This design comes from an exercise in tuning for small area, a short achievable clock period and few clock cycles on the open sky130 flow, not from production work.
Function was checked by simulation only, so behaviour that the tests miss may differ from the original.
Power figures rest on the tool's default switching activity, not on a simulated workload.

==> design.v <==
module SET ( clk , rst, en, central, radius, mode, busy, valid, candidate );
input clk, rst;
input en;
input [23:0] central;
input [11:0] radius;
input [1:0] mode;
output busy;
output reg valid;
output [7:0] candidate;
function [3:0] dist0; input [4:0] i;
  case (i)
    5'd0: dist0 = 4'd1;
    5'd1: dist0 = 4'd5;
    5'd2: dist0 = 4'd0;
    5'd3: dist0 = 4'd4;
    5'd4: dist0 = 4'd1;
    5'd5: dist0 = 4'd3;
    5'd6: dist0 = 4'd2;
    5'd7: dist0 = 4'd2;
    5'd8: dist0 = 4'd3;
    5'd9: dist0 = 4'd1;
    5'd10: dist0 = 4'd4;
    5'd11: dist0 = 4'd0;
    5'd12: dist0 = 4'd5;
    5'd13: dist0 = 4'd1;
    5'd14: dist0 = 4'd6;
    5'd15: dist0 = 4'd2;
    5'd16: dist0 = 4'd7;
    5'd17: dist0 = 4'd3;
    5'd18: dist0 = 4'd8;
    5'd19: dist0 = 4'd4;
    5'd20: dist0 = 4'd9;
    5'd21: dist0 = 4'd5;
    5'd22: dist0 = 4'd10;
    5'd23: dist0 = 4'd6;
    5'd24: dist0 = 4'd11;
    5'd25: dist0 = 4'd7;
    5'd26: dist0 = 4'd12;
    5'd27: dist0 = 4'd8;
    5'd28: dist0 = 4'd13;
    5'd29: dist0 = 4'd9;
    5'd30: dist0 = 4'd14;
    5'd31: dist0 = 4'd10;
    default: dist0 = 4'd0;
  endcase
endfunction
function [3:0] dist1; input [4:0] i;
  case (i)
    5'd0: dist1 = 4'd2;
    5'd1: dist1 = 4'd6;
    5'd2: dist1 = 4'd1;
    5'd3: dist1 = 4'd5;
    5'd4: dist1 = 4'd0;
    5'd5: dist1 = 4'd4;
    5'd6: dist1 = 4'd1;
    5'd7: dist1 = 4'd3;
    5'd8: dist1 = 4'd2;
    5'd9: dist1 = 4'd2;
    5'd10: dist1 = 4'd3;
    5'd11: dist1 = 4'd1;
    5'd12: dist1 = 4'd4;
    5'd13: dist1 = 4'd0;
    5'd14: dist1 = 4'd5;
    5'd15: dist1 = 4'd1;
    5'd16: dist1 = 4'd6;
    5'd17: dist1 = 4'd2;
    5'd18: dist1 = 4'd7;
    5'd19: dist1 = 4'd3;
    5'd20: dist1 = 4'd8;
    5'd21: dist1 = 4'd4;
    5'd22: dist1 = 4'd9;
    5'd23: dist1 = 4'd5;
    5'd24: dist1 = 4'd10;
    5'd25: dist1 = 4'd6;
    5'd26: dist1 = 4'd11;
    5'd27: dist1 = 4'd7;
    5'd28: dist1 = 4'd12;
    5'd29: dist1 = 4'd8;
    5'd30: dist1 = 4'd13;
    5'd31: dist1 = 4'd9;
    default: dist1 = 4'd0;
  endcase
endfunction
function [3:0] dist2; input [4:0] i;
  case (i)
    5'd0: dist2 = 4'd3;
    5'd1: dist2 = 4'd7;
    5'd2: dist2 = 4'd2;
    5'd3: dist2 = 4'd6;
    5'd4: dist2 = 4'd1;
    5'd5: dist2 = 4'd5;
    5'd6: dist2 = 4'd0;
    5'd7: dist2 = 4'd4;
    5'd8: dist2 = 4'd1;
    5'd9: dist2 = 4'd3;
    5'd10: dist2 = 4'd2;
    5'd11: dist2 = 4'd2;
    5'd12: dist2 = 4'd3;
    5'd13: dist2 = 4'd1;
    5'd14: dist2 = 4'd4;
    5'd15: dist2 = 4'd0;
    5'd16: dist2 = 4'd5;
    5'd17: dist2 = 4'd1;
    5'd18: dist2 = 4'd6;
    5'd19: dist2 = 4'd2;
    5'd20: dist2 = 4'd7;
    5'd21: dist2 = 4'd3;
    5'd22: dist2 = 4'd8;
    5'd23: dist2 = 4'd4;
    5'd24: dist2 = 4'd9;
    5'd25: dist2 = 4'd5;
    5'd26: dist2 = 4'd10;
    5'd27: dist2 = 4'd6;
    5'd28: dist2 = 4'd11;
    5'd29: dist2 = 4'd7;
    5'd30: dist2 = 4'd12;
    5'd31: dist2 = 4'd8;
    default: dist2 = 4'd0;
  endcase
endfunction
function [3:0] dist3; input [4:0] i;
  case (i)
    5'd0: dist3 = 4'd4;
    5'd1: dist3 = 4'd8;
    5'd2: dist3 = 4'd3;
    5'd3: dist3 = 4'd7;
    5'd4: dist3 = 4'd2;
    5'd5: dist3 = 4'd6;
    5'd6: dist3 = 4'd1;
    5'd7: dist3 = 4'd5;
    5'd8: dist3 = 4'd0;
    5'd9: dist3 = 4'd4;
    5'd10: dist3 = 4'd1;
    5'd11: dist3 = 4'd3;
    5'd12: dist3 = 4'd2;
    5'd13: dist3 = 4'd2;
    5'd14: dist3 = 4'd3;
    5'd15: dist3 = 4'd1;
    5'd16: dist3 = 4'd4;
    5'd17: dist3 = 4'd0;
    5'd18: dist3 = 4'd5;
    5'd19: dist3 = 4'd1;
    5'd20: dist3 = 4'd6;
    5'd21: dist3 = 4'd2;
    5'd22: dist3 = 4'd7;
    5'd23: dist3 = 4'd3;
    5'd24: dist3 = 4'd8;
    5'd25: dist3 = 4'd4;
    5'd26: dist3 = 4'd9;
    5'd27: dist3 = 4'd5;
    5'd28: dist3 = 4'd10;
    5'd29: dist3 = 4'd6;
    5'd30: dist3 = 4'd11;
    5'd31: dist3 = 4'd7;
    default: dist3 = 4'd0;
  endcase
endfunction
wire [3:0] xa = central[23:20], ya = central[19:16], ra = radius[11:8];
wire [3:0] xb = central[15:12], yb = central[11:8],  rb = radius[7:4];
wire [3:0] xc = central[7:4],   yc = central[3:0],   rc = radius[3:0];
wire bempty = (mode == 2'd0);
wire cempty = (mode == 2'd1);
wire call = ~mode[0];
reg phase;
wire [31:0] ma, mb, mc;
wire [4:0] ga0;
chordm u_cha0 (.i({dist0({ya, phase}), ra}), .o(ga0));
wire [4:0] ha0 = ga0;
rowm u_rma0 (.i({xa, ha0}), .o(ma[7:0]));
wire [4:0] ga1;
chordm u_cha1 (.i({dist1({ya, phase}), ra}), .o(ga1));
wire [4:0] ha1 = ga1;
rowm u_rma1 (.i({xa, ha1}), .o(ma[15:8]));
wire [4:0] ga2;
chordm u_cha2 (.i({dist2({ya, phase}), ra}), .o(ga2));
wire [4:0] ha2 = ga2;
rowm u_rma2 (.i({xa, ha2}), .o(ma[23:16]));
wire [4:0] ga3;
chordm u_cha3 (.i({dist3({ya, phase}), ra}), .o(ga3));
wire [4:0] ha3 = ga3;
rowm u_rma3 (.i({xa, ha3}), .o(ma[31:24]));
wire [4:0] gb0;
chordm u_chb0 (.i({dist0({yb, phase}), rb}), .o(gb0));
wire [4:0] hb0 = {gb0[4] & ~bempty, gb0[3:0]};
rowm u_rmb0 (.i({xb, hb0}), .o(mb[7:0]));
wire [4:0] gb1;
chordm u_chb1 (.i({dist1({yb, phase}), rb}), .o(gb1));
wire [4:0] hb1 = {gb1[4] & ~bempty, gb1[3:0]};
rowm u_rmb1 (.i({xb, hb1}), .o(mb[15:8]));
wire [4:0] gb2;
chordm u_chb2 (.i({dist2({yb, phase}), rb}), .o(gb2));
wire [4:0] hb2 = {gb2[4] & ~bempty, gb2[3:0]};
rowm u_rmb2 (.i({xb, hb2}), .o(mb[23:16]));
wire [4:0] gb3;
chordm u_chb3 (.i({dist3({yb, phase}), rb}), .o(gb3));
wire [4:0] hb3 = {gb3[4] & ~bempty, gb3[3:0]};
rowm u_rmb3 (.i({xb, hb3}), .o(mb[31:24]));
wire [4:0] gc0;
chordm u_chc0 (.i({dist0({yc, phase}), rc}), .o(gc0));
wire [4:0] hc0 = {(gc0[4] & ~cempty) | call, gc0[3:0] | {4{call}}};
rowm u_rmc0 (.i({xc, hc0}), .o(mc[7:0]));
wire [4:0] gc1;
chordm u_chc1 (.i({dist1({yc, phase}), rc}), .o(gc1));
wire [4:0] hc1 = {(gc1[4] & ~cempty) | call, gc1[3:0] | {4{call}}};
rowm u_rmc1 (.i({xc, hc1}), .o(mc[15:8]));
wire [4:0] gc2;
chordm u_chc2 (.i({dist2({yc, phase}), rc}), .o(gc2));
wire [4:0] hc2 = {(gc2[4] & ~cempty) | call, gc2[3:0] | {4{call}}};
rowm u_rmc2 (.i({xc, hc2}), .o(mc[23:16]));
wire [4:0] gc3;
chordm u_chc3 (.i({dist3({yc, phase}), rc}), .o(gc3));
wire [4:0] hc3 = {(gc3[4] & ~cempty) | call, gc3[3:0] | {4{call}}};
rowm u_rmc3 (.i({xc, hc3}), .o(mc[31:24]));
wire [31:0] hit = (ma & mb & ~mc) | (ma & ~mb & mc) | (~ma & mb & mc);
reg [6:0] cs_a, cs_b;
wire [6:0] acc_a = cs_a & {7{phase}};
wire [6:0] acc_b = cs_b & {7{phase}};
wire pc1;
wire pc2;
assign pc1 = hit[0] ^ hit[1] ^ hit[2];
assign pc2 = (hit[0] & hit[1]) | (hit[0] & hit[2]) | (hit[1] & hit[2]);
wire pc3;
wire pc4;
assign pc3 = hit[3] ^ hit[4] ^ hit[5];
assign pc4 = (hit[3] & hit[4]) | (hit[3] & hit[5]) | (hit[4] & hit[5]);
wire pc5;
wire pc6;
assign pc5 = hit[6] ^ hit[7] ^ hit[8];
assign pc6 = (hit[6] & hit[7]) | (hit[6] & hit[8]) | (hit[7] & hit[8]);
wire pc7;
wire pc8;
assign pc7 = hit[9] ^ hit[10] ^ hit[11];
assign pc8 = (hit[9] & hit[10]) | (hit[9] & hit[11]) | (hit[10] & hit[11]);
wire pc9;
wire pc10;
assign pc9 = hit[12] ^ hit[13] ^ hit[14];
assign pc10 = (hit[12] & hit[13]) | (hit[12] & hit[14]) | (hit[13] & hit[14]);
wire pc11;
wire pc12;
assign pc11 = hit[15] ^ hit[16] ^ hit[17];
assign pc12 = (hit[15] & hit[16]) | (hit[15] & hit[17]) | (hit[16] & hit[17]);
wire pc13;
wire pc14;
assign pc13 = hit[18] ^ hit[19] ^ hit[20];
assign pc14 = (hit[18] & hit[19]) | (hit[18] & hit[20]) | (hit[19] & hit[20]);
wire pc15;
wire pc16;
assign pc15 = hit[21] ^ hit[22] ^ hit[23];
assign pc16 = (hit[21] & hit[22]) | (hit[21] & hit[23]) | (hit[22] & hit[23]);
wire pc17;
wire pc18;
assign pc17 = hit[24] ^ hit[25] ^ hit[26];
assign pc18 = (hit[24] & hit[25]) | (hit[24] & hit[26]) | (hit[25] & hit[26]);
wire pc19;
wire pc20;
assign pc19 = hit[27] ^ hit[28] ^ hit[29];
assign pc20 = (hit[27] & hit[28]) | (hit[27] & hit[29]) | (hit[28] & hit[29]);
wire pc21;
wire pc22;
assign pc21 = hit[30] ^ hit[31] ^ acc_a[0];
assign pc22 = (hit[30] & hit[31]) | (hit[30] & acc_a[0]) | (hit[31] & acc_a[0]);
wire pc23;
wire pc24;
assign pc23 = pc1 ^ pc3 ^ pc5;
assign pc24 = (pc1 & pc3) | (pc1 & pc5) | (pc3 & pc5);
wire pc25;
wire pc26;
assign pc25 = pc7 ^ pc9 ^ pc11;
assign pc26 = (pc7 & pc9) | (pc7 & pc11) | (pc9 & pc11);
wire pc27;
wire pc28;
assign pc27 = pc13 ^ pc15 ^ pc17;
assign pc28 = (pc13 & pc15) | (pc13 & pc17) | (pc15 & pc17);
wire pc29;
wire pc30;
assign pc29 = pc19 ^ pc21 ^ acc_b[0];
assign pc30 = (pc19 & pc21) | (pc19 & acc_b[0]) | (pc21 & acc_b[0]);
wire pc31;
wire pc32;
assign pc31 = pc2 ^ pc4 ^ pc6;
assign pc32 = (pc2 & pc4) | (pc2 & pc6) | (pc4 & pc6);
wire pc33;
wire pc34;
assign pc33 = pc8 ^ pc10 ^ pc12;
assign pc34 = (pc8 & pc10) | (pc8 & pc12) | (pc10 & pc12);
wire pc35;
wire pc36;
assign pc35 = pc14 ^ pc16 ^ pc18;
assign pc36 = (pc14 & pc16) | (pc14 & pc18) | (pc16 & pc18);
wire pc37;
wire pc38;
assign pc37 = pc20 ^ pc22 ^ acc_a[1];
assign pc38 = (pc20 & pc22) | (pc20 & acc_a[1]) | (pc22 & acc_a[1]);
wire pc39;
wire pc40;
assign pc39 = pc23 ^ pc25 ^ pc27;
assign pc40 = (pc23 & pc25) | (pc23 & pc27) | (pc25 & pc27);
wire pc41;
wire pc42;
assign pc41 = pc24 ^ pc26 ^ pc28;
assign pc42 = (pc24 & pc26) | (pc24 & pc28) | (pc26 & pc28);
wire pc43;
wire pc44;
assign pc43 = pc30 ^ pc31 ^ pc33;
assign pc44 = (pc30 & pc31) | (pc30 & pc33) | (pc31 & pc33);
wire pc45;
wire pc46;
assign pc45 = pc35 ^ pc37 ^ acc_b[1];
assign pc46 = (pc35 & pc37) | (pc35 & acc_b[1]) | (pc37 & acc_b[1]);
wire pc47;
wire pc48;
assign pc47 = pc32 ^ pc34 ^ pc36;
assign pc48 = (pc32 & pc34) | (pc32 & pc36) | (pc34 & pc36);
wire pc49;
wire pc50;
assign pc49 = pc38 ^ acc_a[2] ^ acc_b[2];
assign pc50 = (pc38 & acc_a[2]) | (pc38 & acc_b[2]) | (acc_a[2] & acc_b[2]);
wire pc51;
wire pc52;
assign pc51 = pc40 ^ pc41 ^ pc43;
assign pc52 = (pc40 & pc41) | (pc40 & pc43) | (pc41 & pc43);
wire pc53;
wire pc54;
assign pc53 = pc42 ^ pc44 ^ pc46;
assign pc54 = (pc42 & pc44) | (pc42 & pc46) | (pc44 & pc46);
wire pc55;
wire pc56;
assign pc55 = pc47 ^ pc49;
assign pc56 = pc47 & pc49;
wire pc57;
wire pc58;
assign pc57 = pc48 ^ pc50 ^ acc_a[3];
assign pc58 = (pc48 & pc50) | (pc48 & acc_a[3]) | (pc50 & acc_a[3]);
wire pc59;
wire pc60;
assign pc59 = pc52 ^ pc53 ^ pc55;
assign pc60 = (pc52 & pc53) | (pc52 & pc55) | (pc53 & pc55);
wire pc61;
wire pc62;
assign pc61 = pc54 ^ pc56 ^ pc57;
assign pc62 = (pc54 & pc56) | (pc54 & pc57) | (pc56 & pc57);
wire pc63;
wire pc64;
assign pc63 = pc58 ^ acc_a[4] ^ acc_b[4];
assign pc64 = (pc58 & acc_a[4]) | (pc58 & acc_b[4]) | (acc_a[4] & acc_b[4]);
wire pc65;
wire pc66;
assign pc65 = pc60 ^ pc61 ^ acc_b[3];
assign pc66 = (pc60 & pc61) | (pc60 & acc_b[3]) | (pc61 & acc_b[3]);
wire pc67;
wire pc68;
assign pc67 = pc64 ^ acc_a[5] ^ acc_b[5];
assign pc68 = (pc64 & acc_a[5]) | (pc64 & acc_b[5]) | (acc_a[5] & acc_b[5]);
wire pc69;
wire pc70;
assign pc69 = pc66 ^ pc62 ^ pc63;
assign pc70 = (pc66 & pc62) | (pc66 & pc63) | (pc62 & pc63);
wire pc71;
wire pc72;
assign pc71 = pc68 ^ acc_a[6] ^ acc_b[6];
assign pc72 = (pc68 & acc_a[6]) | (pc68 & acc_b[6]) | (acc_a[6] & acc_b[6]);
always @(posedge clk) begin
  cs_a <= {pc71,pc70,pc69,pc65,pc59,pc51,pc39};
  cs_b <= {1'b0,pc67,1'b0,1'b0,1'b0,pc45,pc29};
end
assign candidate = {1'b0, cs_a + cs_b};
always @(posedge clk or posedge rst)
  if (rst) begin
    phase <= 1'b0;
    valid <= 1'b0;
  end else begin
    phase <= en;
    valid <= phase;
  end
assign busy = phase;
endmodule
module chordm(i, o);
  input [7:0] i;
  wire [7:0] i;
  output [4:0] o;
  wire [4:0] o;
  wire _000_;
  wire _001_;
  wire _002_;
  wire _003_;
  wire _004_;
  wire _005_;
  wire _006_;
  wire _007_;
  wire _008_;
  wire _009_;
  wire _010_;
  wire _011_;
  wire _012_;
  wire _013_;
  wire _014_;
  wire _015_;
  wire _016_;
  wire _017_;
  wire _018_;
  wire _019_;
  wire _020_;
  wire _021_;
  wire _022_;
  wire _023_;
  wire _024_;
  wire _025_;
  wire _026_;
  wire _027_;
  wire _028_;
  wire _029_;
  wire _030_;
  wire _031_;
  wire _032_;
  wire _033_;
  wire _034_;
  wire _035_;
  wire _036_;
  wire _037_;
  wire _038_;
  wire _039_;
  wire _040_;
  wire _041_;
  wire _042_;
  wire _043_;
  wire _044_;
  wire _045_;
  wire _046_;
  wire _047_;
  wire _048_;
  wire _049_;
  wire _050_;
  wire _051_;
  wire _052_;
  wire _053_;
  wire _054_;
  wire _055_;
  wire _056_;
  wire _057_;
  wire _058_;
  wire _059_;
  wire _060_;
  wire _061_;
  wire _062_;
  wire _063_;
  wire _064_;
  wire _065_;
  wire _066_;
  wire _067_;
  wire _068_;
  wire _069_;
  wire _070_;
  wire _071_;
  wire _072_;
  wire _073_;
  wire _074_;
  wire _075_;
  wire _076_;
  wire _077_;
  wire _078_;
  wire _079_;
  wire _080_;
  wire _081_;
  wire _082_;
  wire _083_;
  wire _084_;
  wire _085_;
  wire _086_;
  wire _087_;
  assign _005_ = ~i[2];
  assign _006_ = ~i[7];
  assign _007_ = i[0] & ~(i[4]);
  assign _008_ = i[1] & ~(i[5]);
  assign _009_ = ~((_008_ & _007_) | _006_);
  assign _010_ = _009_ | _005_;
  assign _011_ = ~i[1];
  assign _012_ = i[0] & ~(i[5]);
  assign _013_ = _012_ ^ _011_;
  assign _014_ = i[4] & ~(i[2]);
  assign _015_ = i[5] & ~(i[0]);
  assign _016_ = ~(_015_ | _014_);
  assign _017_ = i[2] & ~(i[4]);
  assign _018_ = _011_ & ~(_017_);
  assign _019_ = _016_ & ~(_018_);
  assign _020_ = _013_ & ~(_019_);
  assign _021_ = i[2] & ~(i[6]);
  assign _022_ = ~_021_;
  assign _023_ = ~((_022_ | _020_) & _010_);
  assign _024_ = ~i[6];
  assign _025_ = i[5] & ~(i[1]);
  assign _026_ = _025_ & ~(_024_);
  assign _027_ = ~_026_;
  assign _028_ = ~i[3];
  assign _029_ = ~(_008_ | _007_);
  assign _030_ = ~((i[6] & _005_) | _025_);
  assign _031_ = _030_ & ~(_029_);
  assign _032_ = _022_ & ~(_031_);
  assign _033_ = _032_ | _028_;
  assign _034_ = i[7] & ~(_033_);
  assign _035_ = _016_ & _013_;
  assign _036_ = ~((_012_ & i[4]) | _015_);
  assign _037_ = _035_ | ~(_036_);
  assign _038_ = i[4] & ~(i[0]);
  assign _039_ = ~(_038_ | _007_);
  assign _040_ = ~(_039_ | _035_);
  assign _041_ = _023_ ? _037_ : _040_;
  assign _042_ = _041_ | ~(_034_);
  assign _043_ = ~_014_;
  assign _044_ = i[4] & ~(i[1]);
  assign _045_ = _044_ & ~(i[5]);
  assign _046_ = ~(_045_ | _015_);
  assign _047_ = _046_ | _043_;
  assign _048_ = ~_017_;
  assign _049_ = ~_025_;
  assign _050_ = ~((_049_ | _048_) & i[6]);
  assign _051_ = _047_ & ~(_050_);
  assign _052_ = ~((_035_ | i[3]) & _051_);
  assign _053_ = ~((_035_ & i[3]) | _052_);
  assign _054_ = ~((_039_ & i[6]) | _032_);
  assign _055_ = _028_ & ~(_054_);
  assign _056_ = _013_ & ~(_046_);
  assign _057_ = _038_ | _011_;
  assign _058_ = ~((_057_ | _015_) & _024_);
  assign _059_ = ~((_058_ | _056_) & _006_);
  assign _060_ = _059_ | _055_;
  assign o[1] = ~((_060_ | _053_) & _042_);
  assign _061_ = _057_ & ~(_007_);
  assign _062_ = ~((_061_ & o[1]) | i[7]);
  assign _063_ = ~((_062_ & _027_) | _023_);
  assign o[3] = i[3] & ~(_063_);
  assign _064_ = i[1] & ~(i[6]);
  assign _065_ = ~(_064_ & _012_);
  assign _066_ = ~((_065_ & _023_) | _033_);
  assign _067_ = _005_ & ~(_026_);
  assign _068_ = _067_ & o[1];
  assign _069_ = _068_ | _066_;
  assign _070_ = i[6] & ~(i[3]);
  assign _071_ = _070_ & ~(_008_);
  assign _072_ = ~((_026_ & i[2]) | _071_);
  assign _073_ = _072_ & ~(_067_);
  assign o[2] = _062_ ? _073_ : _069_;
  assign _074_ = _024_ & ~(_015_);
  assign _075_ = _044_ & ~(i[3]);
  assign _076_ = _039_ | i[5];
  assign _077_ = ~((_075_ | _074_) & _076_);
  assign _078_ = ~((_068_ | _006_) & _077_);
  assign _079_ = i[1] & ~(_012_);
  assign _080_ = _079_ & ~(_048_);
  assign _081_ = _080_ | _045_;
  assign _082_ = ~((_081_ | i[6]) & _034_);
  assign _083_ = ~((_036_ & _049_) | _043_);
  assign _084_ = i[3] & ~(i[7]);
  assign _085_ = ~(_084_ & _012_);
  assign _086_ = _018_ ? _015_ : _016_;
  assign _087_ = ~((_086_ & _085_) | _024_);
  assign _000_ = _087_ & ~(_083_);
  assign _001_ = _000_ | _055_;
  assign o[0] = ~((_082_ & _078_) | _001_);
  assign _002_ = ~_038_;
  assign _003_ = ~((_002_ & _030_) | _084_);
  assign _004_ = _003_ & ~(_054_);
  assign o[4] = ~((i[7] & _028_) | _004_);
endmodule
module rowm(i, o);
  input [8:0] i;
  wire [8:0] i;
  output [7:0] o;
  wire [7:0] o;
  wire _000_;
  wire _001_;
  wire _002_;
  wire _003_;
  wire _004_;
  wire _005_;
  wire _006_;
  wire _007_;
  wire _008_;
  wire _009_;
  wire _010_;
  wire _011_;
  wire _012_;
  wire _013_;
  wire _014_;
  wire _015_;
  wire _016_;
  wire _017_;
  wire _018_;
  wire _019_;
  wire _020_;
  wire _021_;
  wire _022_;
  wire _023_;
  wire _024_;
  wire _025_;
  wire _026_;
  wire _027_;
  wire _028_;
  wire _029_;
  wire _030_;
  wire _031_;
  wire _032_;
  wire _033_;
  wire _034_;
  wire _035_;
  wire _036_;
  wire _037_;
  wire _038_;
  wire _039_;
  wire _040_;
  wire _041_;
  wire _042_;
  wire _043_;
  wire _044_;
  wire _045_;
  wire _046_;
  wire _047_;
  wire _048_;
  wire _049_;
  wire _050_;
  wire _051_;
  wire _052_;
  wire _053_;
  wire _054_;
  wire _055_;
  wire _056_;
  wire _057_;
  wire _058_;
  wire _059_;
  wire _060_;
  wire _061_;
  wire _062_;
  wire _063_;
  wire _064_;
  wire _065_;
  wire _066_;
  wire _067_;
  wire _068_;
  wire _069_;
  wire _070_;
  wire _071_;
  wire _072_;
  wire _073_;
  assign _000_ = ~(i[2] | i[3]);
  assign _001_ = ~_000_;
  assign _002_ = ~(i[6] | i[1]);
  assign _003_ = ~_002_;
  assign _004_ = ~(i[5] | i[0]);
  assign _005_ = i[6] & i[1];
  assign _006_ = _004_ & ~(_005_);
  assign _007_ = ~_006_;
  assign _008_ = ~((_007_ & _003_) | _001_);
  assign _009_ = i[8] & ~(i[3]);
  assign _010_ = ~_009_;
  assign _011_ = i[1] & ~(i[6]);
  assign _012_ = ~((_011_ & i[2]) | _010_);
  assign _013_ = i[4] & ~(_012_);
  assign _014_ = i[0] & ~(i[5]);
  assign _015_ = ~i[2];
  assign _016_ = i[6] & ~(i[1]);
  assign _017_ = i[5] & ~(i[0]);
  assign _018_ = ~(_017_ | _016_);
  assign _019_ = ~(_018_ | _011_);
  assign _020_ = i[4] & ~(_019_);
  assign _021_ = _020_ & ~(_015_);
  assign _022_ = ~((_021_ & _014_) | _013_);
  assign _023_ = ~(_022_ | _008_);
  assign _024_ = ~_023_;
  assign _025_ = _015_ & ~(_011_);
  assign _026_ = _025_ & ~(_014_);
  assign _027_ = _019_ & ~(_001_);
  assign _028_ = i[7] | ~(i[4]);
  assign _029_ = _028_ | _027_;
  assign _030_ = _029_ | _026_;
  assign _031_ = i[7] | i[3];
  assign _032_ = _031_ | i[8];
  assign _033_ = i[2] & ~(_002_);
  assign _034_ = ~((_033_ & _007_) | _032_);
  assign o[6] = ~((_030_ & _024_) | _034_);
  assign _035_ = ~_017_;
  assign _036_ = ~((_016_ & _015_) | _009_);
  assign _037_ = i[3] & ~(i[8]);
  assign _038_ = _037_ | _036_;
  assign _039_ = ~(_038_ | _035_);
  assign _040_ = _039_ | _012_;
  assign _041_ = ~i[3];
  assign _042_ = i[2] & ~(_016_);
  assign _043_ = ~_042_;
  assign _044_ = ~((_043_ & _017_) | _025_);
  assign _045_ = _041_ & ~(_044_);
  assign _046_ = ~((_045_ | i[7]) & _040_);
  assign _047_ = i[5] & i[0];
  assign _048_ = _047_ | _005_;
  assign _049_ = _048_ | _001_;
  assign _050_ = ~((_049_ | _003_) & i[4]);
  assign _051_ = _033_ | _032_;
  assign _052_ = _015_ & ~(_005_);
  assign _053_ = _047_ & ~(_052_);
  assign _054_ = ~(_053_ | _051_);
  assign _055_ = _054_ | _050_;
  assign o[5] = _046_ & ~(_055_);
  assign _056_ = ~(_033_ | _031_);
  assign _057_ = ~((_052_ | _004_) & _056_);
  assign _058_ = ~((_038_ | _014_) & _013_);
  assign _059_ = ~((_045_ & _006_) | _058_);
  assign _060_ = _014_ & ~(_025_);
  assign _061_ = _043_ & ~(_060_);
  assign _062_ = ~((_061_ & _041_) | _029_);
  assign o[4] = _059_ ? _057_ : _062_;
  assign _063_ = ~((_023_ | _021_) & _049_);
  assign _064_ = ~(_020_ & i[7]);
  assign _065_ = _036_ & ~(_026_);
  assign _066_ = i[7] & ~(_037_);
  assign _067_ = _066_ & ~(_065_);
  assign _068_ = _038_ & _020_;
  assign _069_ = _067_ & ~(_068_);
  assign o[3] = ~((_064_ & _063_) | _069_);
  assign o[2] = ~((_064_ & _024_) | _067_);
  assign _070_ = ~(_044_ & _010_);
  assign _071_ = ~((_070_ & _066_) | _040_);
  assign o[1] = _071_ & ~(_050_);
  assign _072_ = ~((_061_ | _009_) & _066_);
  assign o[0] = _072_ & _059_;
  assign _073_ = ~((_048_ & _033_) | _032_);
  assign o[7] = ~((_063_ & _029_) | _073_);
endmodule
==> run.sh <==
#!/bin/bash
# synth_recipe.tcl (not shown) runs the flow's synth.tcl, then flattens the netlist and writes it again
# the make line also repeats each setting of config.mk as NAME=value (left out here)
make -C /OpenROAD-flow-scripts/flow DESIGN_CONFIG=/design/flow/config.mk WORK_HOME=/design/flow/orfs CLKGATE_MAP_FILE= SYNTH_SCRIPT=/design/flow/synth_recipe.tcl finish
==> config.mk <==
export PLATFORM = sky130hd
export DESIGN_NAME = SET
export DESIGN_NICKNAME = SET
export VERILOG_FILES = /design/flow/design.v
export SDC_FILE = /design/flow/constraint.sdc
export NUM_CORES = 4
export LEC_CHECK = 0
export ABC_AREA = 1
export CAP_MARGIN = 20
export CORE_MARGIN = 2
export CORE_UTILIZATION = 40
export SLEW_MARGIN = 20
==> constraint.sdc <==
create_clock -name core_clock -period 9.0 [get_ports {clk}]
set_input_delay 1.8000 -clock core_clock [delete_from_list [all_inputs] [get_ports {clk}]]
set_output_delay 1.8000 -clock core_clock [all_outputs]
set_load 0.01 [all_outputs]
==> results of run 1 <==
tightest hold or removal path, stage by stage, from the launching register on:
cell                      delay (ps)
sky130_fd_sc_hd__dfxtp_1         320
sky130_fd_sc_hd__nand2_1          90
sky130_fd_sc_hd__xnor2_1          70
timing repair:
action	4_1_cts	5_1_grt
setup buffers	0	5
resized for setup	0	62
hold buffers	0	0
endpoints found under the setup margin	0	2
cell usage after synthesis (18+ instances only):
cell type	count
sky130_fd_sc_hd__nor2_1	271
sky130_fd_sc_hd__o21ai_1	91
sky130_fd_sc_hd__nand3_1	230
sky130_fd_sc_hd__inv_2	56
sky130_fd_sc_hd__nand2_1	1045
sky130_fd_sc_hd__nand2_2	67
sky130_fd_sc_hd__ha_1	70
sky130_fd_sc_hd__o21ai_2	18
sky130_fd_sc_hd__a31oi_1	24
sky130_fd_sc_hd__nor2_2	24
sky130_fd_sc_hd__nand3_2	20
sky130_fd_sc_hd__nand4_1	44
sky130_fd_sc_hd__o21ai_0	155
sky130_fd_sc_hd__inv_1	388
sky130_fd_sc_hd__nor3_1	25
sky130_fd_sc_hd__a21oi_1	119
sky130_fd_sc_hd__fa_1	32
sky130_fd_sc_hd__clkbuf_1	24
cell type report:
cell class | count | area [um^2]
inverters | 454 | 1710
multi-input cells | 2360 | 12300
diodes | 1 | 2.50
repair buffers | 133 | 1120
well taps | 461 | 577
fillers | 3922 | 19400
flip-flops and latches | 12 | 250
clock buffers | 4 | 78.8
power groups by stage:
stage                     Combinational, mW  Sequential (mW)  Clock [mW]
after floorplan                        1.68            0.122           0
after global placement                 2.32            0.125           0
after detailed placement               2.34            0.127           0
after CTS                              2.35            0.126      0.0828
after global routing                   2.78            0.129      0.0845
final                                  2.40            0.125      0.0809
cell families after synthesis:
family | synth area share (%)
flip-flops | 1.75
AO/OA/AOI/OAI | 19.3
other | 0.0262
adder cells (fa/ha/maj) | 10.6
buffers and inverters | 14.2
XOR/XNOR | 0.735
AND/OR/NAND/NOR | 53.4
layer usage:
metal	vias up	global-route usage, %
met5	-	0
li1	9389	-
met1	8382	34.6
met4	0	8.25
met2	589	45.9
met3	99	1.52
worst max path at each step:
stage / from / slack (ps) / to
2_1_floorplan: central[8] / 960 / cs_a[4]$_DFF_P_
3_3_place_gp: central[9] / 120 / cs_a[4]$_DFF_P_
3_5_place_dp: central[8] / 10 / cs_a[4]$_DFF_P_
4_1_cts: central[8] / 270 / cs_a[4]$_DFF_P_
5_1_grt: central[0] / -30 / cs_a[4]$_DFF_P_
6_report: central[0] / 410 / cs_a[4]$_DFF_P_
sequential cells by signal, indices dropped and copies added (netlist names):
signal	cells
valid	1
cs_a	7
cs_b	3
phase	1
==> notes.md, run 1 <==
Global route
After global routing the overflow that remains totals 0. Entering global routing, the biggest net connects 32 pins. The initial antenna violation count is 1. The first global-routing pass estimated 81200 um of wire. The number of global-route vias before repair is 17100. Global routing consumed, over all layers together, 26.3% of the routing resources.

Route
After detailed routing, the number of remaining DRC violations is 0. The detailed-routed wire length on met3 is 2720 um. The wire length the detailed router placed on met1 is 22900 um. The average via count per standard cell is 5.39. For this run, the detailed router's first-pass iteration total came to 6.

The number of vias in the routed layout is 18500. The final layout contains routed wiring with a total length of 50200 um. The antenna violation net count after detailed routing is 0.

The met2 layer wire length in the routed design is 23300 um. The top routing layer in use is met4. The violation count after the first detailed-route iteration is 1413. Dividing the detail-routed wire length by the instance count gives 14.7 um.

Logic synthesis
The register area share after synthesis is 1.75%. The net count after synthesis is 3026. The synthesized netlist contains 61 unique library cells. The cell count after synthesis came out at 2883.

In this run, synthesis inferred 0 flip-flops with an integrated enable. The commonest register cell after synthesis is sky130_fd_sc_hd__dfxtp_1. Sorting the synthesized cells by area gives the leading types as sky130_fd_sc_hd__nand2_1 (27%), sky130_fd_sc_hd__inv_1 (10%), sky130_fd_sc_hd__nand3_1 (8.1%), sky130_fd_sc_hd__nor2_1 (7.1%), sky130_fd_sc_hd__ha_1 (6.1%). The synthesized cell area is 14300 um^2. The proportion of synthesized flip-flops having asynchronous set or reset is 16.7%. For this run, the number of Yosys warnings is 1. The count of state elements after synthesis is 12. The synthesized design spends more area on one cell type than any other, namely sky130_fd_sc_hd__nand2_1. The synthesized area per cell is 4.96 um^2. After synthesis, the largest area contributor takes up 27.4% of total cell area.

Min path
The cell count of the worst hold path is 2. The type of the worst min-delay path is register to register. The worst hold path terminates at cs_a[6]$_DFF_P_. The critical hold path startpoint is cs_a[6]$_DFF_P_.

Placement
The pre-CTS worst setup slack is 13.6 ps. After legalization and detailed placement, the total HPWL measured 41000 um. Summing all placed instances gives a cell area of 15600 um^2. The number of port buffers is 49. The cell count after placement is 3415. The placer's final routability congestion estimate is 1.00.

Critical path
STA classifies the critical path startpoint as an input pin. On the critical path the largest part of the delay comes from adder cells. The worst-case register-to-register setup slack is 1690 ps. The endpoint identified for the worst register-to-register timing path is cs_a[4]$_DFF_P_. The required time of the worst setup path is 9110 ps. In this run the number of cells on the critical path is 43. The logic depth of the worst register-to-register path is 42. The critical path capture point type is a register. The largest individual stage delay along the critical path comes from the cell sky130_fd_sc_hd__fa_1. In this design, the critical path's most frequently occurring cell is sky130_fd_sc_hd__nand2_1. Counting both buffers and inverters, the worst setup path holds a total of 7. The reg-to-reg critical path startpoint is phase$_DFF_PP0_. The largest stage delay on the critical path is 540 ps. The kind of critical path is input pin to register. Of all nets on the critical path, the largest fanout is 8. STA puts the critical path data arrival time at 8700 ps.

Power and ir drop
Power comes to 2.61 mW. The worst-case IR drop observed on VDD is 186 uV. In this run the static leakage power is 8.93 nW. In this run the power density over the cells is 163 nW/um^2. The switching power of the nets is 1.54 mW.

The switching part of the total is 59.1%. Of the total power, the clock network draws 3.1%. Sequential cells account for 4.8% of the total power. The internal power component is 1.07 mW. The combinational group share of total power is 92.1%.

Clocking
The buffer levels on the longest clock path is 2. The number of buffers inserted during clock tree synthesis is 3. The clock input transition at the sequential cells of the worst setup and hold paths is 40 ps. The clock root buffer is sky130_fd_sc_hd__clkbuf_16. The number of levels in the clock H-tree is 1. For this design, the sink count on the clock tree is 12. TritonCTS built the clock tree. The clock latency reported for the late side of the worst-skew pair is 240 ps.

Floorplan
The die is 193 um tall. The width of the chip is 193 um. The die covers 37300 um^2. The initial standard-cell utilization of the core is 40.4%. The total area inside the core boundary comes to 35400 um^2. The cell row count is 69. The count of pins on the block boundary is 51.

Timing
The worst hold slack is 525 ps. Measured against its own limit, the worst slew margin works out to 44.0%. The hold violation total from the final report is 0. The final worst setup slack is 412 ps. For the final database, setup skew stands at 5.04 ps.

Timing would allow up to 0.116 GHz. The final count of negative-setup-slack endpoints is 0. In the finished design, the share of the clock period the worst path needs comes to 95.4%. The final count of pins violating max slew is 0. The routed design could run at a clock period as short as 8590 ps. The total negative setup slack is 0 ps. The transition time of the tightest slew-check pin is 839 ps.

Layout
The most frequent standard cell in the layout excluding fill and tap cells is sky130_fd_sc_hd__nand2_1. The final cell count without fillers is 3425. The net count of the finished layout is 3107.

The post-layout instance area is 16000 um^2. The post-route netlist has 12.3% of its cells at a drive strength greater than 1. Once layout is complete, the utilization of the core stands at 45.2%. The layout overhead on the synthesized area is 12.0%.

In the layout the commonest cells are sky130_fd_sc_hd__nand2_1 (1034), sky130_fd_sc_hd__inv_1 (387), sky130_fd_sc_hd__nor2_1 (262), sky130_fd_sc_hd__nand3_1 (226), sky130_fd_sc_hd__o21ai_0 (151).

Run
The max-capacitance violation count is 0.

Outcome
The run finished with no timing, DRC or antenna violations.
Testbench counts, summed over its fixed seeds: cycles 648.
==> run 2, diff against run 1 <==
--- a/design.v
+++ b/design.v
@@ -219,104 +219,104 @@
 wire pc2;
-assign pc1 = hit[0] ^ hit[1] ^ hit[2];
-assign pc2 = (hit[0] & hit[1]) | (hit[0] & hit[2]) | (hit[1] & hit[2]);
+assign pc1 = acc_a[0] ^ acc_b[0] ^ hit[0];
+assign pc2 = (acc_a[0] & acc_b[0]) | (acc_a[0] & hit[0]) | (acc_b[0] & hit[0]);
 wire pc3;
 wire pc4;
-assign pc3 = hit[3] ^ hit[4] ^ hit[5];
-assign pc4 = (hit[3] & hit[4]) | (hit[3] & hit[5]) | (hit[4] & hit[5]);
+assign pc3 = hit[10] ^ hit[11] ^ hit[12];
+assign pc4 = (hit[10] & hit[11]) | (hit[10] & hit[12]) | (hit[11] & hit[12]);
 wire pc5;
 wire pc6;
-assign pc5 = hit[6] ^ hit[7] ^ hit[8];
-assign pc6 = (hit[6] & hit[7]) | (hit[6] & hit[8]) | (hit[7] & hit[8]);
+assign pc5 = hit[13] ^ hit[14] ^ hit[15];
+assign pc6 = (hit[13] & hit[14]) | (hit[13] & hit[15]) | (hit[14] & hit[15]);
 wire pc7;
 wire pc8;
-assign pc7 = hit[9] ^ hit[10] ^ hit[11];
-assign pc8 = (hit[9] & hit[10]) | (hit[9] & hit[11]) | (hit[10] & hit[11]);
+assign pc7 = hit[16] ^ hit[17] ^ hit[18];
+assign pc8 = (hit[16] & hit[17]) | (hit[16] & hit[18]) | (hit[17] & hit[18]);
 wire pc9;
 wire pc10;
-assign pc9 = hit[12] ^ hit[13] ^ hit[14];
-assign pc10 = (hit[12] & hit[13]) | (hit[12] & hit[14]) | (hit[13] & hit[14]);
+assign pc9 = hit[19] ^ hit[1] ^ hit[20];
+assign pc10 = (hit[19] & hit[1]) | (hit[19] & hit[20]) | (hit[1] & hit[20]);
 wire pc11;
 wire pc12;
-assign pc11 = hit[15] ^ hit[16] ^ hit[17];
-assign pc12 = (hit[15] & hit[16]) | (hit[15] & hit[17]) | (hit[16] & hit[17]);
+assign pc11 = hit[21] ^ hit[22] ^ hit[23];
+assign pc12 = (hit[21] & hit[22]) | (hit[21] & hit[23]) | (hit[22] & hit[23]);
 wire pc13;
 wire pc14;
-assign pc13 = hit[18] ^ hit[19] ^ hit[20];
-assign pc14 = (hit[18] & hit[19]) | (hit[18] & hit[20]) | (hit[19] & hit[20]);
+assign pc13 = hit[24] ^ hit[25] ^ hit[26];
+assign pc14 = (hit[24] & hit[25]) | (hit[24] & hit[26]) | (hit[25] & hit[26]);
 wire pc15;
 wire pc16;
-assign pc15 = hit[21] ^ hit[22] ^ hit[23];
-assign pc16 = (hit[21] & hit[22]) | (hit[21] & hit[23]) | (hit[22] & hit[23]);
+assign pc15 = hit[27] ^ hit[28] ^ hit[29];
+assign pc16 = (hit[27] & hit[28]) | (hit[27] & hit[29]) | (hit[28] & hit[29]);
 wire pc17;
 wire pc18;
-assign pc17 = hit[24] ^ hit[25] ^ hit[26];
-assign pc18 = (hit[24] & hit[25]) | (hit[24] & hit[26]) | (hit[25] & hit[26]);
+assign pc17 = hit[2] ^ hit[30] ^ hit[31];
+assign pc18 = (hit[2] & hit[30]) | (hit[2] & hit[31]) | (hit[30] & hit[31]);
 wire pc19;
 wire pc20;
-assign pc19 = hit[27] ^ hit[28] ^ hit[29];
-assign pc20 = (hit[27] & hit[28]) | (hit[27] & hit[29]) | (hit[28] & hit[29]);
+assign pc19 = hit[3] ^ hit[4] ^ hit[5];
+assign pc20 = (hit[3] & hit[4]) | (hit[3] & hit[5]) | (hit[4] & hit[5]);
 wire pc21;
 wire pc22;
-assign pc21 = hit[30] ^ hit[31] ^ acc_a[0];
-assign pc22 = (hit[30] & hit[31]) | (hit[30] & acc_a[0]) | (hit[31] & acc_a[0]);
+assign pc21 = hit[6] ^ hit[7] ^ hit[8];
+assign pc22 = (hit[6] & hit[7]) | (hit[6] & hit[8]) | (hit[7] & hit[8]);
 wire pc23;
 wire pc24;
-assign pc23 = pc1 ^ pc3 ^ pc5;
-assign pc24 = (pc1 & pc3) | (pc1 & pc5) | (pc3 & pc5);
+assign pc23 = hit[9] ^ pc1 ^ pc11;
+assign pc24 = (hit[9] & pc1) | (hit[9] & pc11) | (pc1 & pc11);
 wire pc25;
 wire pc26;
-assign pc25 = pc7 ^ pc9 ^ pc11;
-assign pc26 = (pc7 & pc9) | (pc7 & pc11) | (pc9 & pc11);
+assign pc25 = pc13 ^ pc15 ^ pc17;
+assign pc26 = (pc13 & pc15) | (pc13 & pc17) | (pc15 & pc17);
 wire pc27;
 wire pc28;
-assign pc27 = pc13 ^ pc15 ^ pc17;
-assign pc28 = (pc13 & pc15) | (pc13 & pc17) | (pc15 & pc17);
+assign pc27 = pc19 ^ pc21 ^ pc3;
+assign pc28 = (pc19 & pc21) | (pc19 & pc3) | (pc21 & pc3);
 wire pc29;
 wire pc30;
-assign pc29 = pc19 ^ pc21 ^ acc_b[0];
-assign pc30 = (pc19 & pc21) | (pc19 & acc_b[0]) | (pc21 & acc_b[0]);
+assign pc29 = pc5 ^ pc7 ^ pc9;
+assign pc30 = (pc5 & pc7) | (pc5 & pc9) | (pc7 & pc9);
 wire pc31;
 wire pc32;
-assign pc31 = pc2 ^ pc4 ^ pc6;
-assign pc32 = (pc2 & pc4) | (pc2 & pc6) | (pc4 & pc6);
+assign pc31 = pc23 ^ pc25 ^ pc27;
+assign pc32 = (pc23 & pc25) | (pc23 & pc27) | (pc25 & pc27);
 wire pc33;
 wire pc34;
-assign pc33 = pc8 ^ pc10 ^ pc12;
-assign pc34 = (pc8 & pc10) | (pc8 & pc12) | (pc10 & pc12);
+assign pc33 = acc_a[1] ^ acc_b[1] ^ pc10;
+assign pc34 = (acc_a[1] & acc_b[1]) | (acc_a[1] & pc10) | (acc_b[1] & pc10);
 wire pc35;
 wire pc36;
-assign pc35 = pc14 ^ pc16 ^ pc18;
-assign pc36 = (pc14 & pc16) | (pc14 & pc18) | (pc16 & pc18);
+assign pc35 = pc12 ^ pc14 ^ pc16;
+assign pc36 = (pc12 & pc14) | (pc12 & pc16) | (pc14 & pc16);
 wire pc37;
 wire pc38;
-assign pc37 = pc20 ^ pc22 ^ acc_a[1];
-assign pc38 = (pc20 & pc22) | (pc20 & acc_a[1]) | (pc22 & acc_a[1]);
+assign pc37 = pc18 ^ pc2 ^ pc20;
+assign pc38 = (pc18 & pc2) | (pc18 & pc20) | (pc2 & pc20);
 wire pc39;
 wire pc40;
-assign pc39 = pc23 ^ pc25 ^ pc27;
-assign pc40 = (pc23 & pc25) | (pc23 & pc27) | (pc25 & pc27);
+assign pc39 = pc22 ^ pc4 ^ pc6;
+assign pc40 = (pc22 & pc4) | (pc22 & pc6) | (pc4 & pc6);
 wire pc41;
 wire pc42;
-assign pc41 = pc24 ^ pc26 ^ pc28;
-assign pc42 = (pc24 & pc26) | (pc24 & pc28) | (pc26 & pc28);
+assign pc41 = pc8 ^ pc24 ^ pc26;
+assign pc42 = (pc8 & pc24) | (pc8 & pc26) | (pc24 & pc26);
 wire pc43;
 wire pc44;
-assign pc43 = pc30 ^ pc31 ^ pc33;
-assign pc44 = (pc30 & pc31) | (pc30 & pc33) | (pc31 & pc33);
+assign pc43 = pc28 ^ pc30 ^ pc33;
+assign pc44 = (pc28 & pc30) | (pc28 & pc33) | (pc30 & pc33);
 wire pc45;
 wire pc46;
-assign pc45 = pc35 ^ pc37 ^ acc_b[1];
-assign pc46 = (pc35 & pc37) | (pc35 & acc_b[1]) | (pc37 & acc_b[1]);
+assign pc45 = pc35 ^ pc37 ^ pc39;
+assign pc46 = (pc35 & pc37) | (pc35 & pc39) | (pc37 & pc39);
 wire pc47;
 wire pc48;
-assign pc47 = pc32 ^ pc34 ^ pc36;
-assign pc48 = (pc32 & pc34) | (pc32 & pc36) | (pc34 & pc36);
+assign pc47 = pc32 ^ pc41 ^ pc43;
+assign pc48 = (pc32 & pc41) | (pc32 & pc43) | (pc41 & pc43);
 wire pc49;
 wire pc50;
-assign pc49 = pc38 ^ acc_a[2] ^ acc_b[2];
-assign pc50 = (pc38 & acc_a[2]) | (pc38 & acc_b[2]) | (acc_a[2] & acc_b[2]);
+assign pc49 = acc_a[2] ^ acc_b[2] ^ pc34;
+assign pc50 = (acc_a[2] & acc_b[2]) | (acc_a[2] & pc34) | (acc_b[2] & pc34);
 wire pc51;
 wire pc52;
-assign pc51 = pc40 ^ pc41 ^ pc43;
-assign pc52 = (pc40 & pc41) | (pc40 & pc43) | (pc41 & pc43);
+assign pc51 = pc36 ^ pc38 ^ pc40;
+assign pc52 = (pc36 & pc38) | (pc36 & pc40) | (pc38 & pc40);
 wire pc53;
@@ -327,39 +327,27 @@
 wire pc56;
-assign pc55 = pc47 ^ pc49;
-assign pc56 = pc47 & pc49;
+assign pc55 = pc49 ^ pc51 ^ pc48;
+assign pc56 = (pc49 & pc51) | (pc49 & pc48) | (pc51 & pc48);
 wire pc57;
 wire pc58;
-assign pc57 = pc48 ^ pc50 ^ acc_a[3];
-assign pc58 = (pc48 & pc50) | (pc48 & acc_a[3]) | (pc50 & acc_a[3]);
+assign pc57 = acc_a[3] ^ acc_b[3] ^ pc50;
+assign pc58 = (acc_a[3] & acc_b[3]) | (acc_a[3] & pc50) | (acc_b[3] & pc50);
 wire pc59;
 wire pc60;
-assign pc59 = pc52 ^ pc53 ^ pc55;
-assign pc60 = (pc52 & pc53) | (pc52 & pc55) | (pc53 & pc55);
+assign pc59 = pc52 ^ pc54 ^ pc57;
+assign pc60 = (pc52 & pc54) | (pc52 & pc57) | (pc54 & pc57);
 wire pc61;
 wire pc62;
-assign pc61 = pc54 ^ pc56 ^ pc57;
-assign pc62 = (pc54 & pc56) | (pc54 & pc57) | (pc56 & pc57);
+assign pc61 = acc_a[4] ^ acc_b[4] ^ pc58;
+assign pc62 = (acc_a[4] & acc_b[4]) | (acc_a[4] & pc58) | (acc_b[4] & pc58);
 wire pc63;
 wire pc64;
-assign pc63 = pc58 ^ acc_a[4] ^ acc_b[4];
-assign pc64 = (pc58 & acc_a[4]) | (pc58 & acc_b[4]) | (acc_a[4] & acc_b[4]);
+assign pc63 = acc_a[5] ^ acc_b[5] ^ pc62;
+assign pc64 = (acc_a[5] & acc_b[5]) | (acc_a[5] & pc62) | (acc_b[5] & pc62);
 wire pc65;
 wire pc66;
-assign pc65 = pc60 ^ pc61 ^ acc_b[3];
-assign pc66 = (pc60 & pc61) | (pc60 & acc_b[3]) | (pc61 & acc_b[3]);
-wire pc67;
-wire pc68;
-assign pc67 = pc64 ^ acc_a[5] ^ acc_b[5];
-assign pc68 = (pc64 & acc_a[5]) | (pc64 & acc_b[5]) | (acc_a[5] & acc_b[5]);
-wire pc69;
-wire pc70;
-assign pc69 = pc66 ^ pc62 ^ pc63;
-assign pc70 = (pc66 & pc62) | (pc66 & pc63) | (pc62 & pc63);
-wire pc71;
-wire pc72;
-assign pc71 = pc68 ^ acc_a[6] ^ acc_b[6];
-assign pc72 = (pc68 & acc_a[6]) | (pc68 & acc_b[6]) | (acc_a[6] & acc_b[6]);
+assign pc65 = acc_a[6] ^ acc_b[6] ^ pc64;
+assign pc66 = (acc_a[6] & acc_b[6]) | (acc_a[6] & pc64) | (acc_b[6] & pc64);
 always @(posedge clk) begin
-  cs_a <= {pc71,pc70,pc69,pc65,pc59,pc51,pc39};
-  cs_b <= {1'b0,pc67,1'b0,1'b0,1'b0,pc45,pc29};
+  cs_a <= {pc65,pc63,pc60,pc56,pc53,pc45,pc29};
+  cs_b <= {1'b0,1'b0,pc61,pc59,pc55,pc47,pc31};
 end
--- a/config.mk
+++ b/config.mk
@@ -10,3 +10,3 @@
 export CORE_MARGIN = 2
-export CORE_UTILIZATION = 40
+export CORE_UTILIZATION = 60
 export SLEW_MARGIN = 20
==> run 2 against run 1 <==
- synthesized cell count up 1.5%
- sequential cell count up 2
- sequential power up 6%
- still clean on timing, DRC and antenna
- utilization up 19 points
- clock skew up 1.3 ps
- largest cell class unchanged
- setup slack better by 130 ps
- combinational power down 7%
- sequential share of layout area up 0.32 points
- register-to-register slack better by 420 ps
- critical endpoint is now cs_b[3]$_DFF_P_
- highest routed layer unchanged
- area after synthesis up 1.9%
- non-clock buffer count down 54
- die area down 31%
==> notes.md, run 2 <==
Logic synthesis
After synthesis, the largest family of logic cells by area is simple AND/OR/NAND/NOR gates. Summing the areas of all xor and xnor instances in the mapped netlist gives 0.602% of the synthesized area. Counting flops with an async set or reset pin after synthesis yields a share of 14.3%. In the post-synthesis netlist, the cell with the most instances is sky130_fd_sc_hd__nand2_1. The biggest area contributor in the post-synthesis netlist is sky130_fd_sc_hd__nand2_1.

The gate count of the mapped netlist is 2927. The net count after synthesis is 3071. For this run, the leading register cell type out of synthesis is sky130_fd_sc_hd__dfxtp_1. The synthesized cell area is 14600 um^2. For this run, the number of Yosys warnings is 1.

The area fraction in and, or, nand and nor cells after synthesis is 53.4%. The commonest cells after synthesis are sky130_fd_sc_hd__nand2_1 (1047), sky130_fd_sc_hd__inv_1 (407), sky130_fd_sc_hd__nor2_1 (284). The mux contribution to synthesized area is 0.206%. The count of state elements after synthesis is 14. The register area share after synthesis is 1.99%.

Yosys mapped a number of flops with a built-in enable equal to 0. The synthesized area per cell is 4.97 um^2. Summed over its instances, the top area cell type makes up 27.0% of the synthesized netlist area. The synthesized netlist devotes 19.1% of its cell area to compound gates. By area the synthesized netlist is led by sky130_fd_sc_hd__nand2_1 (27%), sky130_fd_sc_hd__inv_1 (10%), sky130_fd_sc_hd__nand3_1 (8.4%), sky130_fd_sc_hd__nor2_1 (7.3%), sky130_fd_sc_hd__ha_1 (6.1%). The adder and majority gate portion of the synthesized area is 10.5%. After synthesis, the netlist uses 63 different library cells.

Floorplan
The width of the chip is 160 um. The cell row count is 57. The area enclosed by the die boundary is 25500 um^2. From bottom edge to top edge, the die measures 160 um. The floorplan step defined a core boundary enclosing 24000 um^2. During I/O placement, the number of pins put on the boundary was 51. The initial standard-cell utilization of the core is 60.6%.

Global route
The first global-routing pass estimated 80300 um of wire. Global routing consumed, over all layers together, 36.7% of the routing resources. After global routing the overflow that remains totals 0. The initial antenna violation count is 0. The number of global-route vias before repair is 17400. Entering global routing, the biggest net connects 37 pins.

Timing
The final critical path takes up 93.9% of the cycle. In this run the tightest slew margin relative to its limit is 42.3%. The final worst clock skew is 6.32 ps.

The worst path meets setup with 546 ps of slack. The final count of negative-setup-slack endpoints is 0. Setup repair after global routing left no endpoint under its margin. The transition time of the tightest slew-check pin is 859 ps. The worst hold slack is 514 ps. The highest clock frequency the design can meet is 0.118 GHz.

The final count of pins violating max slew is 0. The hold violation total from the final report came to 0. Setup total negative slack on the finished layout was measured at 0 ps. The shortest period the worst path allows is 8450 ps.

Critical path
Of all nets on the critical path, the largest fanout is 6. The setup path with the least slack is of type input pin to register. The endpoint identified for the worst register-to-register timing path is cs_b[3]$_DFF_P_. The required time of the worst setup path is 9120 ps. For this design, the slowest cell found on the critical path is sky130_fd_sc_hd__clkdlybuf4s50_1. The arrival time of the worst setup path is 8570 ps. The startpoint identified for the worst register-to-register timing path is phase$_DFF_PP0_. The largest single stage delay on the critical path is 650 ps. STA classifies the critical path endpoint as a register. The most numerous cell type found on the critical path is sky130_fd_sc_hd__nand2_1. The logic depth of the worst register-to-register path is 37. The worst setup path is launched from an input pin. The worst register-to-register path has a setup slack of 2110 ps.

Layout
The post-layout instance area is 15400 um^2. The register with the most flip-flops in the layout has 7 of them. The library cell used most frequently in the layout, excluding fill and tap cells, is sky130_fd_sc_hd__nand2_1.

In the final layout, the registers with the most flip-flops are cs_a (7), cs_b (5). The count of nets after finishing is 3097. The largest register by flop count is cs_a.

Once layout is complete, the utilization of the core stands at 64.3%. The layout has 2482 filler cells. Across the whole layout, storage elements account for 290 um^2.

The final cell count without fillers is 3276. In the final layout, the share of cells above drive strength 1 is 8.37%. Relative to the synthesized area, the layout overhead comes to 6.09%. The library cells used most frequently in the layout, excluding fill and tap cells, are sky130_fd_sc_hd__nand2_1 (1047), sky130_fd_sc_hd__inv_1 (406), sky130_fd_sc_hd__nor2_1 (284), sky130_fd_sc_hd__nand3_1 (243), sky130_fd_sc_hd__o21ai_0 (172). Summing all multi-input logic gate instances after layout gives 12200 um^2. The antenna diode count is 0.

Placement
Port buffering added 49 buffers. The placer's final routability congestion estimate is 1.04. The post-detailed-placement half-perimeter wirelength is 39300 um.

The cell count after placement is 3268. The cell area after placement is 15300 um^2. Prior to clock tree synthesis, the placed netlist has a worst setup slack of 156 ps.

Power and ir drop
The analysis attributes to cell leakage a power of 8.78 nW. Cell internal power was estimated by the tool at 976 uW. The switching part of the total is 60.2%. The part of the power in the clock network is 3.5%. The cell area power density is 159 nW/um^2.

The worst-case IR drop observed on VDD is 200 uV. The fraction of power consumed by sequential logic is 5.4%. The analysis attributes to net switching a power of 1.48 mW. Combinational logic is responsible for 91.1% of the overall power. The total design power is 2.46 mW.

Run
Max-cap violations in this run came to 0.

Min path
In this run the most critical hold path is launched from cs_a[6]$_DFF_P_. The worst hold path passes through 2 cells. For hold timing, the worst endpoint is cs_a[6]$_DFF_P_. The worst hold path belongs to the class register to register.

Clocking
No sink is reached through more buffers than the 2 on the longest clock path. The CTS tree is built. The clock reaches the later pin of the worst-skew pair after 250 ps. The clock input transition at the sequential cells of the worst setup and hold paths is 50 ps. The number of buffers inserted during clock tree synthesis is 3. The clock root buffer is sky130_fd_sc_hd__clkbuf_16. Buffers inserted to repair hold after CTS numbered 0. CTS saw 14 sinks.

In this run the number of H-tree levels came out at 1.

Route
After detailed routing, the total wire length is 48800 um. The number of vias in the routed layout is 18900. Using the TritonRoute via totals, the vias-per-cell ratio works out to 5.78.

The antenna violation net count after detailed routing is 0. The detailed-router iteration count before antenna repair is 12. The detailed-route DRC error count is 0. For this block, the initial DRC count from the detailed router was 2026. The routed wire length per instance is 14.9 um.

Outcome
The flow ran to the end and the layout has no timing, DRC or antenna violations.
-- run 2: cells by family (layout without fill, tap and decap cells) --
group | count (synthesis) | count (layout)
AND/OR/NAND/NOR | 1805 | 1805
buffers and inverters | 516 | 541
AO/OA/AOI/OAI | 475 | 475
adder cells (fa/ha/maj) | 103 | 103
flip-flops | 14 | 14
XOR/XNOR | 10 | 10
multiplexers | 3 | 3
other | 1 | 1
-- run 2: cell type report --
cell class,instances,share of cell area (%)
Tap cell,324,2.63
Clock buffer,4,0.510
Multi-Input combinational cell,2397,79.1
Inverter,458,11.3
Timing Repair Buffer,79,4.63
Sequential cell,14,1.88
-- run 2: worst max-delay path: cells and delay by family --
family,cells,cell delay (ps)
AOI/OAI and AO/OA,4,650
adders and majority gates,7,2980
buffers and inverters,5,1050
and+or+nand+nor,22,2090
-- run 2: power by group through the flow --
stage	Sequential (mW)	Combinational [mW]	Clock [mW]
floorplan	0.127	1.61	0
global placement	0.131	2.14	0
detailed placement	0.131	2.19	0
CTS	0.132	2.20	0.0867
global route	0.134	2.54	0.0891
finish	0.133	2.24	0.0853
-- run 2: worst max-delay path by stage --
stage,startpoint,endpoint,slack (ps),cells after the start
after floorplan,central[8],cs_b[2]$_DFF_P_,1600,35
after global placement,central[8],cs_b[2]$_DFF_P_,390,33
after detailed placement,central[8],cs_b[3]$_DFF_P_,160,33
after CTS,central[8],cs_b[3]$_DFF_P_,440,33
after global routing,central[16],cs_b[3]$_DFF_P_,20,38
final,central[16],cs_b[3]$_DFF_P_,550,38
-- run 2: timing repair --
action,4_1_cts,5_1_grt
endpoints found under the hold margin,0,0
buffers inserted,0,4
gates resized for setup,0,6
setup endpoints to repair,0,3
-- run 2: layer usage --
metal	share of wire, %	vias up	track usage, %	wire [um]
li1	-	9423	-	-
met1	42	8408	47.8	20600
met2	46	963	62.0	22200
met3	8.4	150	3.14	4080
met4	4.0	0	16.0	1950
met5	0	-	0	0
Testbench counts of run 2, summed over its fixed seeds: cycles 648.
==> run 3, diff against run 2 <==
--- a/config.mk
+++ b/config.mk
@@ -11,2 +11,3 @@
 export CORE_UTILIZATION = 60
+export SETUP_SLACK_MARGIN = 1.0
 export SLEW_MARGIN = 20
==> run 3 against run 2 <==
- count of clock-buffer cells in the layout unchanged
- setup slack better by 820 ps
- register-to-register slack improved by 240 ps
- power up 3.2%
- sequential power is essentially flat
- global-route usage rose by 0.35 points
- die area unchanged
- synthesized cell count unchanged
- critical endpoint unchanged
- highest routed layer unchanged
==> notes.md, run 3 <==
Outcome
The run finished with no timing, DRC or antenna violations.

Global route
In the global route stage, overall resource usage came out at 37.0%. The pin count of the biggest net entering global routing is 37. The initial antenna violation count is 0.

The number of global-route vias before repair is 17600. The first global-routing pass estimated 81100 um of wire. Summed over all layers, the global routing overflow is 0.

Timing
The total negative setup slack is 0 ps. The final worst clock skew is 5.67 ps. Setup repair after global routing left no endpoint under its margin. The worst-case headroom to the max-slew limit is 42.9%. After layout, the worst path uses 84.8% of the clock period.

For the pin with the worst max-slew slack, the measured transition is 853 ps. The final count of pins violating max slew came to 0. Setup violations remaining at the end of the flow were counted as 0. Subtracting the final worst setup slack from the clock period gives 7640 ps.

The highest clock frequency the design can meet is 0.131 GHz. The hold violation total from the final report is 0.

Logic synthesis
Counting instances in the post-synthesis netlist gives the leading cell types as sky130_fd_sc_hd__nand2_1 (1047), sky130_fd_sc_hd__inv_1 (407), sky130_fd_sc_hd__nor2_1 (284). The cell type contributing the most total cell area after synthesis is sky130_fd_sc_hd__nand2_1. The count of flip-flops with a built-in enable after synthesis is 0.

In the synthesized netlist the dominant register cell turns out to be sky130_fd_sc_hd__dfxtp_1. The cell with the most instances after synthesis is sky130_fd_sc_hd__nand2_1. The gate count of the mapped netlist is 2927. Sequential elements use 1.99% of the synthesized area. After synthesis, the share of flip-flops with an asynchronous set or reset is 14.3%.

The number of distinct library cells after synthesis is 63. In this run the mean area of a mapped cell was 4.97 um^2. For this run, the number of Yosys warnings is 1. The top-area cell type share of the netlist area is 27.0%. By area the synthesized netlist is led by sky130_fd_sc_hd__nand2_1 (27%), sky130_fd_sc_hd__inv_1 (10%), sky130_fd_sc_hd__nand3_1 (8.4%), sky130_fd_sc_hd__nor2_1 (7.3%), sky130_fd_sc_hd__ha_1 (6.1%). Synthesis inferred 14 register bits. The net count after synthesis is 3071. The cell area that synthesis handed to floorplanning was 14600 um^2.

Layout
The net count of the finished layout is 3120. The ratio of cells with drive above 1 in the final layout is 12.4%. The top cell types in the final layout, fill and taps aside, are sky130_fd_sc_hd__nand2_1 (1022), sky130_fd_sc_hd__inv_1 (403), sky130_fd_sc_hd__nor2_1 (269), sky130_fd_sc_hd__nand3_1 (238), sky130_fd_sc_hd__o21ai_0 (162).

The library cell used most frequently in the layout, excluding fill and tap cells, is sky130_fd_sc_hd__nand2_1. The number of flip-flops under the largest register name is 7. The largest registers in the layout are cs_a (7), cs_b (5). The repair_antennas step left the layout with diodes totalling 0.

The final cell count without fillers is 3299. From synthesis to final layout, the design area changed by 10.8%. The register with the most flip-flops in the final layout is cs_a.

Critical path
Among all stages on the critical path, the largest delay is contributed by sky130_fd_sc_hd__fa_1. The reg-to-reg endpoint is cs_b[2]$_DFF_P_. The worst setup path endpoint is cs_b[3]$_DFF_P_. STA classifies the critical path startpoint as an input pin. The kind of critical path is input pin to register. The critical path capture point type is a register. The maximum fanout along the worst path is 10. Tracing the worst setup path back leads to its startpoint at central[3]. The logic depth of the worst register-to-register path is 40. Data on the critical path arrives at its endpoint at 7750 ps. The worst-case register-to-register setup slack is 2350 ps. The worst register-to-register path begins at phase$_DFF_PP0_. Among the stages of the critical path, the cell type that occurs most often is sky130_fd_sc_hd__nand2_1. The required time of the worst setup path is 9120 ps. In this design, the stage delay of the slowest critical-path cell is 530 ps.

Floorplan
The initial standard-cell utilization of the core is 60.6%. From bottom edge to top edge, the die measures 160 um. The count of pins on the block boundary is 51. The cell row count is 57. The area enclosed by the die boundary is 25500 um^2.

From left edge to right edge, the die measures 160 um. The floorplan step defined a core boundary enclosing 24000 um^2.

Clocking
The quantity of hold-fixing buffers added after cts is 0. The number of levels in the clock H-tree is 1. Clock tree synthesis selected as its root buffer the cell sky130_fd_sc_hd__clkbuf_16.

The number of buffers inserted during clock tree synthesis is 3. Clock-pin slew was measured on the worst setup and hold paths at 50 ps. The CTS tree is built. The buffer levels on the longest clock path is 2.

The clock net in this run drives a total of 14 sinks. For the worst-skew pair, the clock arrives at the later sink with an insertion delay of 250 ps.

Placement
The post-detailed-placement half-perimeter wirelength is 39300 um. The number of port buffers is 49. The cell count after placement is 3268. Routability-driven placement finished with a final weighted congestion of 1.04.

Route
The average via count per standard cell is 5.84. The number of vias in the routed layout is 19300. The routed wire length per instance is 15.2 um. The violation count after the first detailed-route iteration is 2052.

After detailed routing, the total wire length is 50300 um. The first detailed-routing pass took 7 iterations. The detailed-route DRC error count is 0. The count of nets left with antenna violations once routing finished came out at 0.

Min path
The min-delay analysis places its worst path in the category register to register.

Run
The tool flagged a number of max-cap violations equal to 0.

Power and ir drop
Dividing total power by cell area gives a power density of 157 nW/um^2. The worst ir drop on vdd is 200 uV. The leakage power is 9.05 nW. The total design power is 2.53 mW.
## run 3: worst min-delay path by stage
| stage | start | depth (start not counted) | end | slack, ps |
|---|---|---|---|---|
| after global routing | cs_a[6]$_DFF_P_ | 2 | cs_a[6]$_DFF_P_ | 530 |
| after global placement | cs_a[6]$_DFF_P_ | 2 | cs_a[6]$_DFF_P_ | 490 |
| after CTS | cs_a[6]$_DFF_P_ | 2 | cs_a[6]$_DFF_P_ | 510 |
| after floorplan | cs_a[6]$_DFF_P_ | 2 | cs_a[6]$_DFF_P_ | 470 |
| final | cs_a[6]$_DFF_P_ | 2 | cs_a[6]$_DFF_P_ | 510 |
| after detailed placement | cs_a[6]$_DFF_P_ | 2 | cs_a[6]$_DFF_P_ | 510 |
## run 3: final cells by class
cell class              count  area, um^2
clock buffers               4        78.8
fillers                  2386        7900
inverters                 458        1760
multi-input cells        2397       12700
flip-flops and latches     14         290
well taps                 324         405
repair buffers            102         898
## run 3: report_power, final
part	leakage [nW]	internal [mW]	switching [mW]
Clock	0.0382	0.0599	0.0257
Combinational	8.89	0.843	1.47
Sequential	0.124	0.114	0.0183
Total	9.05	1.02	1.52
## run 3: layer usage
metal	vias to the layer above	global-route usage (%)	routed length (um)
met4	0	15.3	1870
met2	1099	63.2	23300
li1	9470	-	-
met3	170	3.01	4660
met1	8539	48.2	20500
met5	-	0	0
## run 3: through the flow
| stage | setup WS, ps | cell area (um^2) | util, % | hold slack, ps |
|---|---|---|---|---|
| 6_report | 1360 | 16100 | 67.1 | 514 |
| 5_1_grt | 950 | 16100 | 67.1 | 529 |
| 4_1_cts | 990 | 15500 | 64.7 | 514 |
| 3_5_place_dp | 156 | 15300 | 63.7 | 507 |
| 3_3_place_gp | 386 | 15300 | 63.7 | 488 |
| 2_1_floorplan | 1600 | 14600 | - | 470 |
## run 3: worst max-delay path: cells and delay by family
kind	cells	cell delay, ps
AND/OR/NAND/NOR	13	1570
buffers and inverters	5	910
AO/OA/AOI/OAI	6	870
adder cells (fa/ha/maj)	6	2570
## run 3: what timing repair did
item / 4_1_cts / 5_1_grt
resized for setup: 34 / 127
setup buffers: 7 / 19
pin swaps: 2 / 14
endpoints found under the setup margin: 9 / 9
gates cloned: 0 / 1
## run 3: logic make-up (layout without fill, tap and decap cells)
family	after synthesis	after routing	share of synthesized area (%)
AOI/OAI and AO/OA	475	475	19.1
xor gates and xnor gates	10	10	0.602
adders and majority gates	103	103	10.5
DFF	14	14	1.99
buffers and inverters	516	564	14.2
muxes	3	3	0.206
and+or+nand+nor	1805	1805	53.4
other	1	1	0.0258

-- afterwards: timing with drivers on the ports --
The flow's constraints put no driver on any port. The routed layouts listed below were extracted and timed again, unchanged, in two steps. Step 1 assumes that a clkbuf_16 drives the clock port and a buf_2 every other input. Step 2 moves the port delays by t, midway between the first and last clock arrival at a register: inputs arrive t later, outputs are due t later. That takes back most of the time a late clock gives input paths. Slacks: no drivers / after step 1 / after step 2; pairs: no drivers / after step 1.
run	t (ns)	setup slack, ns	hold WS [ns]	worst setup path at the end
run 1	0.263	0.412 / 0.416 / 0.153	0.525 / 0.525 / 0.525	input to register
run 2	0.272	0.546 / 0.550 / 0.278	0.514 / 0.514 / 0.514	input to register
run 3	0.272	1.365 / 1.358 / 1.086	0.514 / 0.514 / 0.514	input to register
After both steps every run listed still meets setup and hold. For run 3, which loses most, drivers alone change the setup slack by -0.007 ns; drivers and shift together by -0.279 ns.
